This is an optimization exercise on Yosys and OpenROAD, whose aim is a short achievable clock period and few clock cycles, not a production implementation. The RTL was checked by simulation tests, not by an equivalence proof against the original design. Power is estimated from default activity; no workload was simulated.

File: flow/run.sh
#!/bin/bash
set -euo pipefail
bash standard.sh SETUP_SLACK_MARGIN=7 finish > standard_flow.log 2>&1
File: config.mk
export PLATFORM = sky130hd
export DESIGN_NAME = mips_core
export DESIGN_NICKNAME = mips_core
export VERILOG_FILES = /design/flow/design.v
export SDC_FILE = /design/flow/constraint.sdc
export NUM_CORES = 4
export LEC_CHECK = 0
export ABC_CLOCK_PERIOD_IN_PS = 2500
export CAP_MARGIN = 20
export CORE_MARGIN = 2
export CORE_UTILIZATION = 35
export PLACE_DENSITY = 0.5
export SETUP_SLACK_MARGIN = 5
export SLEW_MARGIN = 20
File: design.v
`timescale 1ns / 1ps
module mips_core
(
	input clk,
	input rst,
	output [11:0] imem_addr,
	input [31:0] imem_rdata,
	output [5:0] dmem_addr,
	output [31:0] dmem_wdata,
	output dmem_we,
	input [31:0] dmem_rdata,
	output halted
);
	reg [31:0] pc;
	reg        d_valid_r;
	reg        e_redir_q;		 
	wire       d_valid = d_valid_r & ~e_redir_q;
	reg [31:0] d_ir;
	reg [31:0] d_pc1;		 
	reg [31:0] d_rs_oh, d_rt_oh;	 
	reg        d_pred;		 
	reg [31:0] d_ptgt;		 
	reg [31:0] link;		 
	reg [31:0] d_pc;		 
	localparam BTB_N = 4;
	reg [BTB_N-1:0] btb_v;
	reg [31:0] btb_pc [0:BTB_N-1];
	reg [31:0] btb_tg [0:BTB_N-1];
	reg [1:0]  btb_ptr;
	reg        e_valid_r;
	wire       e_valid = e_valid_r & ~e_redir_q;
	reg [31:0] e_a;			 
	reg [31:0] e_b;			 
	reg [31:0] e_s;			 
	reg [4:0]  e_sh;		 
	reg        e_fa_n, e_fa_ad, e_fa_sb, e_fa_lg, e_fa_sh, e_fa_st;
	reg        e_fb_n, e_fb_ad, e_fb_sb, e_fb_lg, e_fb_sh, e_fb_st;
	reg        e_fs_n, e_fs_ad, e_fs_sb, e_fs_lg, e_fs_sh, e_fs_st;
	reg        e_add, e_sub, e_and, e_or, e_xor, e_nor, e_slt, e_shl, e_shr, e_passb;
	reg        e_shvar;
	reg        e_we;
	reg [4:0]  e_rd;
	reg        e_load;
	reg        e_store;
	reg [1:0]  e_sext;		 
	reg [2:0]  e_lty;		 
	reg        e_br, e_bne, e_pred;
	reg [31:0] e_alt;		 
	reg        e_jr;
	reg        e_mis1, e_mis0;	 
	reg        e_jrv;		 
	reg        e_jpred;		 
	wire       e_lgu = e_and | e_or | e_xor | e_nor | e_passb;	 
	wire       e_shu = e_shl | e_shr;
	reg        e_halt;
	reg        m_we;
	reg [4:0]  m_rd;
	reg [31:0] m_add, m_sub, m_lg, m_sh;
	reg        m_slt;		 
	reg        m_u_ad, m_u_sb, m_u_lg, m_u_sh, m_u_st;
	reg [5:0]  m_addr;
	reg [31:0] m_sdata;
	reg        m_store;
	reg        m_load;
	reg [2:0]  m_lty;
	reg        w_we;
	reg [4:0]  w_rd;
	reg [31:0] w_res;
	reg        stall_r;		 
	reg        halted_r;
	reg [31:0] rf [0:31];
	wire [5:0]  op = d_ir[31:26];
	wire [5:0]  fn = d_ir[5:0];
	wire [4:0]  rs = d_ir[25:21];
	wire [4:0]  rt = d_ir[20:16];
	wire [4:0]  rd = d_ir[15:11];
	wire [31:0] simm = {{16{d_ir[15]}}, d_ir[15:0]};
	wire is_r    = (op == 6'h00);
	wire f_sll   = is_r & (fn == 6'h00);
	wire f_srl   = is_r & (fn == 6'h02);
	wire f_sra   = is_r & (fn == 6'h03);
	wire f_sllv  = is_r & (fn == 6'h04);
	wire f_srlv  = is_r & (fn == 6'h06);
	wire f_srav  = is_r & (fn == 6'h07);
	wire f_jr    = is_r & (fn == 6'h08);
	wire f_jalr  = is_r & (fn == 6'h09);
	wire f_addu  = is_r & (fn == 6'h21);
	wire f_subu  = is_r & (fn == 6'h23);
	wire f_and   = is_r & (fn == 6'h24);
	wire f_or    = is_r & (fn == 6'h25);
	wire f_xor   = is_r & (fn == 6'h26);
	wire f_nor   = is_r & (fn == 6'h27);
	wire f_slt   = is_r & (fn == 6'h2a);
	wire o_addi  = (op == 6'h08);
	wire o_slti  = (op == 6'h0a);
	wire o_andi  = (op == 6'h0c);
	wire o_ori   = (op == 6'h0d);
	wire o_xori  = (op == 6'h0e);
	wire o_lui   = (op == 6'h0f);
	wire o_lb    = (op == 6'h20);
	wire o_lh    = (op == 6'h21);
	wire o_lw    = (op == 6'h23);
	wire o_lbu   = (op == 6'h24);
	wire o_lhu   = (op == 6'h25);
	wire o_lwu   = (op == 6'h27);
	wire o_sb    = (op == 6'h28);
	wire o_sh    = (op == 6'h29);
	wire o_sw    = (op == 6'h2b);
	wire o_beq   = (op == 6'h04);
	wire o_bne   = (op == 6'h05);
	wire o_j     = (op == 6'h02);
	wire o_jal   = (op == 6'h03);
	wire is_load  = o_lb | o_lh | o_lw | o_lbu | o_lhu | o_lwu;
	wire is_store = o_sb | o_sh | o_sw;
	wire is_br    = o_beq | o_bne;
	wire is_ialu  = o_addi | o_slti | o_andi | o_ori | o_xori | o_lui;
	wire is_halt  = ~(is_r | is_ialu | is_load | is_store | is_br | o_j | o_jal);
	wire r_shc   = f_sll | f_srl | f_sra;
	wire r_shv   = f_sllv | f_srlv | f_srav;
	wire r_alu   = r_shc | r_shv | f_addu | f_subu | f_and | f_or | f_xor | f_nor | f_slt;
	wire use_rs  = (r_alu & ~r_shc) | f_jr | f_jalr | (is_ialu & ~o_lui) | is_load | is_store | is_br;
	wire use_rtb = r_alu | is_br;
	wire use_rts = is_store;
	wire d_wr    = r_alu | f_jalr | (is_ialu) | is_load | o_jal;
	wire [4:0] d_dst = (f_jalr | o_jal) ? 5'd31 : (is_r ? rd : rt);
	wire stall = d_valid & stall_r;
	reg [31:0] rf_s, rf_t;
	integer rk;
	always @*
	begin
		rf_s = 32'b0;
		rf_t = 32'b0;
		for (rk = 0; rk < 32; rk = rk + 1)
		begin
			rf_s = rf_s | ({32{d_rs_oh[rk]}} & rf[rk]);
			rf_t = rf_t | ({32{d_rt_oh[rk]}} & rf[rk]);
		end
	end
	wire w_s = w_we & (w_rd == rs);
	wire w_t = w_we & (w_rd == rt);
	wire [31:0] rd_s = w_s ? w_res : rf_s;
	wire [31:0] rd_t = w_t ? w_res : rf_t;
	wire fm_s = e_valid & e_we & (e_rd == rs);
	wire fm_t = e_valid & e_we & (e_rd == rt);
	wire fw_s = m_we & (m_rd == rs);
	wire fw_t = m_we & (m_rd == rt);
	wire [31:0] br_tgt = d_pc1 + simm;
	wire        d_same = (rs == rt);
	wire        d_bt   = is_br & ~d_pred & (d_same ? o_beq : (o_bne | (o_beq & d_ir[15])));
	wire        d_predx = d_pred | d_bt;	 
	wire [31:0] A = e_a | ({32{e_fa_ad}} & m_add) | ({32{e_fa_sb}} & m_sub) |
	                ({32{e_fa_lg}} & m_lg) | ({32{e_fa_sh}} & m_sh) | {31'b0, e_fa_st & m_slt};
	wire [31:0] B = e_b | ({32{e_fb_ad}} & m_add) | ({32{e_fb_sb}} & m_sub) |
	                ({32{e_fb_lg}} & m_lg) | ({32{e_fb_sh}} & m_sh) | {31'b0, e_fb_st & m_slt};
	wire [31:0] S = e_s | ({32{e_fs_ad}} & m_add) | ({32{e_fs_sb}} & m_sub) |
	                ({32{e_fs_lg}} & m_lg) | ({32{e_fs_sh}} & m_sh) | {31'b0, e_fs_st & m_slt};
	wire [31:0] sum  = A + B;
	wire [32:0] diff = {1'b0, A} - {1'b0, B};
	wire        ltu  = diff[32];
	wire [4:0]  shamt = e_shvar ? A[4:0] : e_sh;
	wire        shbig = e_shvar & (|A[31:5]);
	wire [31:0] shl  = B << shamt;
	wire [31:0] shr  = B >> shamt;
	wire [31:0] lgres =
		({32{e_and}}   & (A & B)) |
		({32{e_or}}    & (A | B)) |
		({32{e_xor}}   & (A ^ B)) |
		({32{e_nor}}   & ~(A | B)) |
		({32{e_passb}} & B);
	wire [31:0] shres = shbig ? 32'b0 : (e_shl ? shl : shr);
	wire eq_aa = (e_a == e_b);
	wire [31:0] m_stw = {31'b0, m_slt};
	wire eq_ab = (m_add == e_b), eq_sb = (m_sub == e_b), eq_lb = (m_lg == e_b), eq_hb = (m_sh == e_b);
	wire eq_tb = (m_stw == e_b);
	wire eq_aA = (e_a == m_add), eq_aS = (e_a == m_sub), eq_aL = (e_a == m_lg), eq_aH = (e_a == m_sh);
	wire eq_aT = (e_a == m_stw);
	wire eq = (e_fa_n & e_fb_n & eq_aa) | (~e_fa_n & ~e_fb_n) |
	          (e_fb_n & ((e_fa_ad & eq_ab) | (e_fa_sb & eq_sb) | (e_fa_lg & eq_lb) | (e_fa_sh & eq_hb) | (e_fa_st & eq_tb))) |
	          (e_fa_n & ((e_fb_ad & eq_aA) | (e_fb_sb & eq_aS) | (e_fb_lg & eq_aL) | (e_fb_sh & eq_aH) | (e_fb_st & eq_aT)));
	wire jeq = (e_fa_n & (e_a == e_alt)) | (e_fa_ad & (m_add == e_alt)) | (e_fa_sb & (m_sub == e_alt)) |
	           (e_fa_lg & (m_lg == e_alt)) | (e_fa_sh & (m_sh == e_alt)) | (e_fa_st & (m_stw == e_alt));
	wire [31:0] fast_res =
		({32{e_and}}   & (A & B)) |
		({32{e_or}}    & (A | B)) |
		({32{e_xor}}   & (A ^ B)) |
		({32{e_nor}}   & ~(A | B)) |
		({32{e_passb}} & B);
	wire e_redir = ((eq ? e_mis1 : e_mis0) | (e_jrv & ~(e_jpred & jeq))) & ~e_redir_q;
	wire [31:0] e_tgt = e_jr ? A : e_alt;
	wire [31:0] pc1 = pc + 32'd1;
	wire [5:0]  p_op = imem_rdata[31:26];
	wire [5:0]  p_fn = imem_rdata[5:0];
	wire        p_j   = (p_op == 6'h02) | (p_op == 6'h03);
	wire        p_beq = (p_op == 6'h04);
	wire        p_bne = (p_op == 6'h05);
	wire        p_jr  = (p_op == 6'h00) & (p_fn == 6'h08);
	wire        p_link = (p_op == 6'h03) | ((p_op == 6'h00) & (p_fn == 6'h09));
	wire [BTB_N-1:0] btb_hit;
	wire [31:0] btb_tgt;
	genvar bk;
	generate
		for (bk = 0; bk < BTB_N; bk = bk + 1)
		begin : g_btb
			assign btb_hit[bk] = btb_v[bk] & (btb_pc[bk] == pc);
		end
	endgenerate
	integer bj;
	reg [31:0] btb_sel;
	always @*
	begin
		btb_sel = 32'b0;
		for (bj = 0; bj < BTB_N; bj = bj + 1)
			btb_sel = btb_sel | ({32{btb_hit[bj]}} & btb_tg[bj]);
	end
	assign btb_tgt = btb_sel;
	wire        p_bt  = (|btb_hit) & (p_beq | p_bne);
	wire        p_take = p_j | p_bt | p_jr;
	wire        p_use_s = ((p_op == 6'h00) & ~((p_fn == 6'h00) | (p_fn == 6'h02) | (p_fn == 6'h03))) |
	                      (p_op == 6'h08) | (p_op == 6'h0a) | (p_op == 6'h0c) | (p_op == 6'h0d) | (p_op == 6'h0e) |
	                      (p_op[5] & ~p_op[4]) | p_beq | p_bne;
	wire        p_use_t = ((p_op == 6'h00) & ~((p_fn == 6'h08) | (p_fn == 6'h09))) | p_beq | p_bne |
	                      (p_op[5] & ~p_op[4] & p_op[3]);
	wire        p_stall = d_valid & is_load & ~stall &
	                      (((imem_rdata[25:21] == rt) & p_use_s) | ((imem_rdata[20:16] == rt) & p_use_t));
	wire [31:0] p_tgt = p_j ? {6'b0, imem_rdata[25:0]} : (p_jr ? link : btb_tgt);
	wire [31:0] sdata = (e_sext == 2'd2) ? {{24{S[7]}}, S[7:0]} :
	                    (e_sext == 2'd3) ? {{16{S[15]}}, S[15:0]} : S;
	assign dmem_addr  = m_addr;
	assign dmem_wdata = m_sdata;
	assign dmem_we    = m_store;
	reg [31:0] ldata;
	wire [31:0] w_next;
	always @*
	begin
		case (m_lty)
			3'd1: ldata = {{24{dmem_rdata[7]}}, dmem_rdata[7:0]};	 
			3'd2: ldata = {24'b0, dmem_rdata[7:0]};			 
			3'd3: ldata = {{16{dmem_rdata[15]}}, dmem_rdata[15:0]};	 
			3'd4: ldata = {16'b0, dmem_rdata[15:0]};		 
			default: ldata = dmem_rdata;				 
		endcase
	end
	wire [31:0] m_res = ({32{m_u_ad}} & m_add) | ({32{m_u_sb}} & m_sub) | ({32{m_u_lg}} & m_lg) |
	                    ({32{m_u_sh}} & m_sh) | {31'b0, m_u_st & m_slt};
	assign w_next = m_load ? ldata : m_res;
	wire d_go = d_valid & ~stall;		 
	wire        d_jx    = (f_jr & ~d_pred) | f_jalr;
	wire        d_redir = d_go & d_jx & (fm_s ? e_lgu : ~(fw_s & m_load));
	wire [31:0] d_jtgt  = fm_s ? fast_res : (fw_s ? m_res : rd_s);
	wire        d_bredir = d_go & d_bt;
	assign imem_addr = pc[11:0];
	assign halted = halted_r;
	always @(posedge clk)
	begin
		if (rst)
			pc <= 32'b0;
		else if (e_redir)
			pc <= e_tgt;
		else if (stall)
			pc <= pc;
		else if (d_bredir)
			pc <= br_tgt;
		else if (d_redir)
			pc <= d_jtgt;
		else if (p_take)
			pc <= p_tgt;
		else
			pc <= pc1;
	end
	always @(posedge clk)
	begin
		if (rst)
			d_valid_r <= 1'b0;
		else if (stall)
			d_valid_r <= 1'b1;
		else if (halted_r | (e_valid & e_halt) | (d_valid & is_halt) | d_redir | d_bredir)
			d_valid_r <= 1'b0;
		else
			d_valid_r <= 1'b1;
	end
	always @(posedge clk)
	begin
		if (rst)
			e_redir_q <= 1'b0;
		else
			e_redir_q <= e_redir;
	end
	always @(posedge clk)
	begin
		if (~stall)
		begin
			d_ir   <= imem_rdata;
			d_rs_oh <= 32'b1 << imem_rdata[25:21];
			d_rt_oh <= 32'b1 << imem_rdata[20:16];
			d_pc1  <= pc1;
			d_pc   <= pc;
			d_pred <= p_take;
			d_ptgt <= link;
		end
	end
	always @(posedge clk)
	begin
		if (rst)
			link <= 32'b0;
		else if (d_valid & (o_jal | f_jalr))
			link <= d_pc1;
	end
	integer bw;
	always @(posedge clk)
	begin
		if (rst)
		begin
			btb_v   <= {BTB_N{1'b0}};
			btb_ptr <= 2'd0;
		end
		else if (d_bredir & d_ir[15])
		begin
			btb_v[btb_ptr] <= 1'b1;
			btb_ptr <= btb_ptr + 2'd1;
		end
	end
	always @(posedge clk)
	begin
		for (bw = 0; bw < BTB_N; bw = bw + 1)
			if (d_bredir & d_ir[15] & (btb_ptr == bw))
			begin
				btb_pc[bw] <= d_pc;
				btb_tg[bw] <= br_tgt;
			end
	end
	always @(posedge clk)
	begin
		if (rst)
			stall_r <= 1'b0;
		else
			stall_r <= p_stall;
	end
	wire d_issue = ~rst & d_go;
	always @(posedge clk)
	begin
		e_valid_r <= d_issue;
		e_mis1  <= d_issue & is_br & (o_beq ? ~d_predx : d_predx);
		e_mis0  <= d_issue & is_br & (o_beq ? d_predx : ~d_predx);
		e_jrv   <= d_issue & (f_jr | f_jalr) & ~d_redir;
	end
	always @(posedge clk)
	begin
		e_a    <= fm_s ? 32'b0 : (fw_s ? w_next : rd_s);
		e_b    <= use_rtb ? ((fm_t ? 32'b0 : (fw_t ? w_next : rd_t))) :
		          (o_lui ? {d_ir[15:0], 16'b0} : ((f_jalr | o_jal) ? d_pc1 : simm));
		e_s    <= fm_t ? 32'b0 : (fw_t ? w_next : rd_t);
		e_sh   <= d_ir[10:6];
		e_fa_n  <= ~fm_s;
		e_fa_ad <= fm_s & e_add;
		e_fa_sb <= fm_s & e_sub;
		e_fa_lg <= fm_s & e_lgu;
		e_fa_sh <= fm_s & e_shu;
		e_fa_st <= fm_s & e_slt;
		e_fb_n  <= ~(fm_t & use_rtb);
		e_fb_ad <= fm_t & use_rtb & e_add;
		e_fb_sb <= fm_t & use_rtb & e_sub;
		e_fb_lg <= fm_t & use_rtb & e_lgu;
		e_fb_sh <= fm_t & use_rtb & e_shu;
		e_fb_st <= fm_t & use_rtb & e_slt;
		e_fs_n  <= ~fm_t;
		e_fs_ad <= fm_t & e_add;
		e_fs_sb <= fm_t & e_sub;
		e_fs_lg <= fm_t & e_lgu;
		e_fs_sh <= fm_t & e_shu;
		e_fs_st <= fm_t & e_slt;
		e_add  <= f_addu | o_addi | is_load | is_store;
		e_sub  <= f_subu;
		e_and  <= f_and | o_andi;
		e_or   <= f_or | o_ori;
		e_xor  <= f_xor | o_xori;
		e_nor  <= f_nor;
		e_slt  <= f_slt | o_slti;
		e_shl  <= f_sll | f_sllv;
		e_shr  <= f_srl | f_sra | f_srlv | f_srav;
		e_passb <= o_lui | f_jalr | o_jal;
		e_shvar <= r_shv;
		e_we   <= d_wr;
		e_rd   <= d_dst;
		e_load <= is_load;
		e_store <= is_store;
		e_sext <= o_sb ? 2'd2 : (o_sh ? 2'd3 : 2'd0);
		e_lty  <= o_lb ? 3'd1 : o_lbu ? 3'd2 : o_lh ? 3'd3 : o_lhu ? 3'd4 : 3'd0;
		e_br   <= is_br;
		e_bne  <= o_bne;
		e_pred <= d_predx;
		e_alt  <= (f_jr | f_jalr) ? d_ptgt : (d_predx ? d_pc1 : br_tgt);
		e_jr   <= f_jr | f_jalr;
		e_jpred <= d_pred & f_jr;
		e_halt <= is_halt;
	end
	always @(posedge clk)
	begin
		if (rst)
		begin
			m_we <= 1'b0;
			m_store <= 1'b0;
			m_load <= 1'b0;
		end
		else
		begin
			m_we <= e_valid & e_we;
			m_store <= e_valid & e_store;
			m_load <= e_valid & e_load;
		end
		m_rd    <= e_rd;
		m_add   <= sum;
		m_sub   <= diff[31:0];
		m_lg    <= lgres;
		m_sh    <= shres;
		m_u_ad  <= e_add;
		m_u_sb  <= e_sub;
		m_u_lg  <= e_lgu;
		m_u_sh  <= e_shu;
		m_u_st  <= e_slt;
		m_slt   <= ltu;
		if (e_load | e_store)
			m_addr <= sum[5:0];
		m_sdata <= sdata;
		m_lty   <= e_lty;
	end
	always @(posedge clk)
	begin
		if (rst)
			w_we <= 1'b0;
		else
			w_we <= m_we;
		w_rd  <= m_rd;
		w_res <= w_next;
	end
	integer k;
	always @(posedge clk)
	begin
		for (k = 0; k < 32; k = k + 1)
		begin
			if (rst)
				rf[k] <= 32'b0;
			else if (w_we && w_rd == k)
				rf[k] <= w_res;
		end
	end
	always @(posedge clk)
	begin
		if (rst)
			halted_r <= 1'b0;
		else if (e_valid & e_halt)
			halted_r <= 1'b1;
	end
endmodule
File: standard.sh
#!/bin/bash
# synth_recipe.tcl (not shown) runs the flow's synth.tcl, then flattens the netlist and writes it again
# the make line also repeats each setting of config.mk as NAME=value (left out here)
make -C /OpenROAD-flow-scripts/flow DESIGN_CONFIG=/design/flow/config.mk WORK_HOME=/design/flow/orfs CLKGATE_MAP_FILE= SYNTH_SCRIPT=/design/flow/synth_recipe.tcl "${@:-finish}"
File: constraint.sdc
create_clock -name core_clock -period 10.0 [get_ports {clk}]
set_input_delay 2.0000 -clock core_clock [delete_from_list [all_inputs] [get_ports {clk}]]
set_output_delay 2.0000 -clock core_clock [all_outputs]
set_load 0.01 [all_outputs]
==> insert_results.sql <==
INSERT INTO impl_metrics (metric_group, metric, value, unit) VALUES
('power', 'peakVddDrop', '0.1516', 'mV'),
('clocking', 'h-tree-depth', '4', ''),
('critical_path', 'r2r-start', 'e_fa_st$_DFF_P_', ''),
('finish', 'flip_flop_count_of_the_largest_register_after_layout', '1024', ''),
('timing', 'setup_violations', '0', ''),
('yosys', 'synth_top_cells_by_count', '2,683 x sky130_fd_sc_hd__nand2_1, 1,493 x sky130_fd_sc_hd__dfxtp_1, 1,469 x sky130_fd_sc_hd__a21oi_1', ''),
('place', 'area_of_placed_instances', '103900', 'sq um'),
('critical_path', 'critPathSlowestCell', 'sky130_fd_sc_hd__dfxtp_1', ''),
('critical_path', 'cp-end-kind', 'register', ''),
('finish', 'postLayoutCellArea', '124600', 'sq um'),
('finish', 'biggestRegsByFlops', 'rf x1024, btb_pc x128, btb_tg x128', ''),
('routing', 'dr_total_vias', '109300', ''),
('yosys', 'number_of_synthesized_flops_with_an_enable_pin', '455', ''),
('yosys', 'synthDominantAreaCellType', 'sky130_fd_sc_hd__dfxtp_1', ''),
('flow_run', 'max_cap_viol_count', '0', ''),
('yosys', 'synth_seq_area_share', '0.4411', ''),
('yosys', 'synth_top_area_share', '0.3027', ''),
('floorplan', 'die-width', '535.2', 'microns'),
('timing', 'clock_skew', '0.1360', 'ns'),
('finish', 'final_net_count', '12200', ''),
('timing', 'timing_worst_slew_pin_value', '1.160', 'ns'),
('critical_path', 'slowest_delay', '0.58', 'ns'),
('floorplan', 'dieArea', '286400', 'sq um'),
('grt', 'grt_use_total', '0.4507', ''),
('critical_path', 'r2r_cells', '20', ''),
('yosys', 'netlist_cell_types', '88', ''),
('yosys', 'synthesis.nets', '12080', ''),
('routing', 'route.detailed.wl_per_inst', '43.04', 'microns'),
('finish', 'drive_gt1_frac', '0.2084', ''),
('floorplan', 'core_region_area', '281600', 'sq um'),
('critical_path', 'setup.worst_path.class', 'reg2reg', ''),
('place', 'io_buffers', '117', ''),
('finish', 'syn_to_final_growth', '26.16', '%'),
('finish', 'max_flop_register', 'rf', ''),
('yosys', 'mean_syn_cell_area', '8.315', 'sq um'),
('routing', 'firstDrtPassIters', '14', ''),
('grt', 'globalRouteOverflowTotal', '0', ''),
('floorplan', 'die_h', '535.2', 'microns'),
('critical_path', 'cp.required', '10.82', 'ns'),
('place', 'sum_of_net_half_perimeters_after_detailed_placement', '410800', 'microns'),
('worst_hold_path', 'hp_start', 'e_lty[1]$_SDFF_PP0_', ''),
('floorplan', 'floorplan.rows', '195', ''),
('critical_path', 'ff2ff_setup_slack', '6.05', 'ns'),
('floorplan', 'start_util', '0.3507', ''),
('grt', 'largest_net_degree_at_the_start_of_global_routing', '131', ''),
('grt', 'global_route_wire_length_before_repair', '887000', 'microns'),
('yosys', 'netlist_instances', '11880', ''),
('outcome', 'outcome', 'timing/DRC/antenna clean', ''),
('timing', 'final_min_period_over_clock_period', '0.3949', ''),
('finish', 'fill_cells', '27370', ''),
('clocking', 'cts.sink_count', '1948', ''),
('timing', 'post_route_setup_slack', '6.051', 'ns'),
('yosys', 'synth_seq_cells', '1948', ''),
('grt', 'antenna_violations_before_repair', '64', ''),
('yosys', 'yosys_most_used_dff', 'sky130_fd_sc_hd__dfxtp_1', ''),
('timing', 'fmax', '253.2', 'MHz'),
('yosys', 'synth.top_cells.by_area', 'sky130_fd_sc_hd__dfxtp_1 30%, sky130_fd_sc_hd__edfxtp_1 14%, sky130_fd_sc_hd__nand2_1 10%, sky130_fd_sc_hd__a21oi_1 7.4%, sky130_fd_sc_hd__a22oi_1 6.1%', ''),
('clocking', 'number_of_hold_buffers_added_after_cts', '0', ''),
('place', 'dpl_worst_slack', '4.168', 'ns'),
('clocking', 'clk_root_buffer_cell', 'sky130_fd_sc_hd__clkbuf_16', ''),
('routing', 'dr.first_iter.drc_count', '21100', ''),
('critical_path', 'category_of_the_worst_setup_path_launch_point', 'register', ''),
('timing', 'min_period', '3.949', 'ns'),
('routing', 'routed_wl', '687500', 'microns'),
('yosys', 'library_cell_with_the_highest_instance_count_after_synthesis', 'sky130_fd_sc_hd__nand2_1', ''),
('clocking', 'cts-buffers-inserted', '226', ''),
('clocking', 'path_clk_slew', '0.06', 'ns'),
('worst_hold_path', 'hold_path_end', 'm_lty[1]$_DFF_P_', ''),
('routing', 'drtAntennaViolNets', '0', ''),
('grt', 'via_count_of_the_first_global_routing_pass', '97900', ''),
('routing', 'drc_errors', '0', '');
-- cells in the final DEF, fill, tap and decap left out, types with 60 or more instances in the layout --
| cell | n |
|---|---|
| sky130_fd_sc_hd__ha_1 | 94 |
| sky130_fd_sc_hd__mux2i_1 | 91 |
| sky130_fd_sc_hd__nand2_2 | 69 |
| sky130_fd_sc_hd__inv_1 | 108 |
| sky130_fd_sc_hd__clkbuf_16 | 256 |
| sky130_fd_sc_hd__a221oi_1 | 216 |
| sky130_fd_sc_hd__a21oi_1 | 1348 |
| sky130_fd_sc_hd__a22oi_1 | 774 |
| sky130_fd_sc_hd__buf_4 | 651 |
| sky130_fd_sc_hd__o21ai_0 | 98 |
| sky130_fd_sc_hd__buf_12 | 81 |
| sky130_fd_sc_hd__a21oi_2 | 89 |
| sky130_fd_sc_hd__edfxtp_1 | 455 |
| sky130_fd_sc_hd__nor4_1 | 111 |
| sky130_fd_sc_hd__xnor2_1 | 224 |
| sky130_fd_sc_hd__a222oi_1 | 88 |
| sky130_fd_sc_hd__a21o_1 | 60 |
| sky130_fd_sc_hd__buf_6 | 189 |
| sky130_fd_sc_hd__nand4_1 | 209 |
| sky130_fd_sc_hd__nand3_1 | 204 |
| sky130_fd_sc_hd__nand2_1 | 2597 |
| sky130_fd_sc_hd__xor2_1 | 465 |
| sky130_fd_sc_hd__a22o_1 | 221 |
| sky130_fd_sc_hd__dfxtp_1 | 1270 |
| sky130_fd_sc_hd__dfxtp_2 | 173 |
| sky130_fd_sc_hd__nor2_1 | 403 |
| sky130_fd_sc_hd__nor3_1 | 68 |
-- cell type report --
type | instances | area [sq um] | share of cell area
Tap cell | 3743 | 4683 | 0.03759
Clock inverter | 105 | 1529 | 0.01227
Multi-Input combinational cell | 8570 | 55670 | 0.4469
Sequential cell | 1948 | 43960 | 0.3528
Clock buffer | 310 | 6395 | 0.05133
Inverter | 139 | 563.0 | 0.004520
Antenna cell | 49 | 122.6 | 0.0009843
Timing Repair Buffer | 1108 | 11660 | 0.09357
-- critical path, delay by kind of cell, from the launching register on --
kind	cells	cell delay [ns]
AO/OA/AOI/OAI	11	1.49
XOR/XNOR	1	0.20
adder cells (fa/ha/maj)	2	0.55
buffers and inverters	5	0.77
flip-flops	1	0.58
AND/OR/NAND/NOR	1	0.26
-- worst max path at each step --
stage               depth (start not counted)       startpoint  slack, ns                  end
floorplan                                  12    imem_rdata[2]       6.07  pc[24]$_SDFFE_PP0P_
global placement                           12    imem_rdata[2]       4.11  pc[24]$_SDFFE_PP0P_
detailed placement                         12    imem_rdata[2]       4.17  pc[24]$_SDFFE_PP0P_
CTS                                        17  e_fa_lg$_DFF_P_       6.11    m_add[30]$_DFF_P_
global route                               19  e_fb_ad$_DFF_P_       6.02    m_sub[24]$_DFF_P_
finish                                     20  e_fa_st$_DFF_P_       6.05    m_sub[24]$_DFF_P_
-- routing by layer --
metal,part of all wire,global-route usage
met1,0.35,0.5383
met2,0.40,0.6407
met3,0.14,0.1666
met5,0.0014,0
met4,0.11,0.3770
-- cell families after synthesis --
logic type	after synthesis	share of synthesized area
XOR/XNOR	738	0.06554
adder cells (fa/ha/maj)	137	0.01759
AND/OR/NAND/NOR	4113	0.1778
multiplexers	128	0.01313
AO/OA/AOI/OAI	3442	0.2293
buffers and inverters	1370	0.05565
flip-flops	1948	0.4411
-- metrics by stage --
| stage | total power (W) | utilization | hold slack, ns | cells |
|---|---|---|---|---|
| after floorplan | 0.009332 | - | 0.3096 | 11880 |
| after global placement | 0.01012 | 0.3689 | 0.3140 | 14910 |
| after detailed placement | 0.01011 | 0.3690 | 0.3150 | 14920 |
| after CTS | 0.01925 | 0.4215 | 0.3277 | 15670 |
| after global routing | 0.01988 | 0.4421 | 0.3304 | 15930 |
| final | 0.01960 | 0.4425 | 0.3259 | 15970 |
-- repair_timing --
action | 4_1_cts | 5_1_grt
buffers inserted | 305 | 222
pin swaps | 247 | 303
setup endpoints to repair | 1483 | 801
gates cloned | 34 | 31
gates resized for setup | 1234 | 787
-- power breakdown --
| group | switching (W) | internal (W) |
|---|---|---|
| clock | 0.00375 | 0.00537 |
| sequential | 0.000395 | 0.00816 |
| combinational | 0.00128 | 0.000647 |
Testbench counts, summed over its fixed seeds: cycles 438,104.

[afterwards: timing with drivers on the ports]
Ports are ideal in the flow. The routed layout listed here was re-timed in OpenROAD. Step 1 assumes that a clkbuf_16 drives the clock port and a buf_2 every other input. Step 2, shift: input delay + t, output delay - t, t = (earliest + latest rising clock arrival at the registers) / 2. This alone moves slack from input paths to output paths. Three values: no drivers, after step 1, after step 2; two values: the first two.
t (ns): 1.064
slack for setup (ns): 6.051 / 6.051 / 5.482
latest minus earliest clock arrival (ns): 0.137 / 0.136
After both steps setup and hold are still met in this run. For this run, drivers alone change the setup slack by 0.000 ns; drivers and shift together by -0.569 ns.
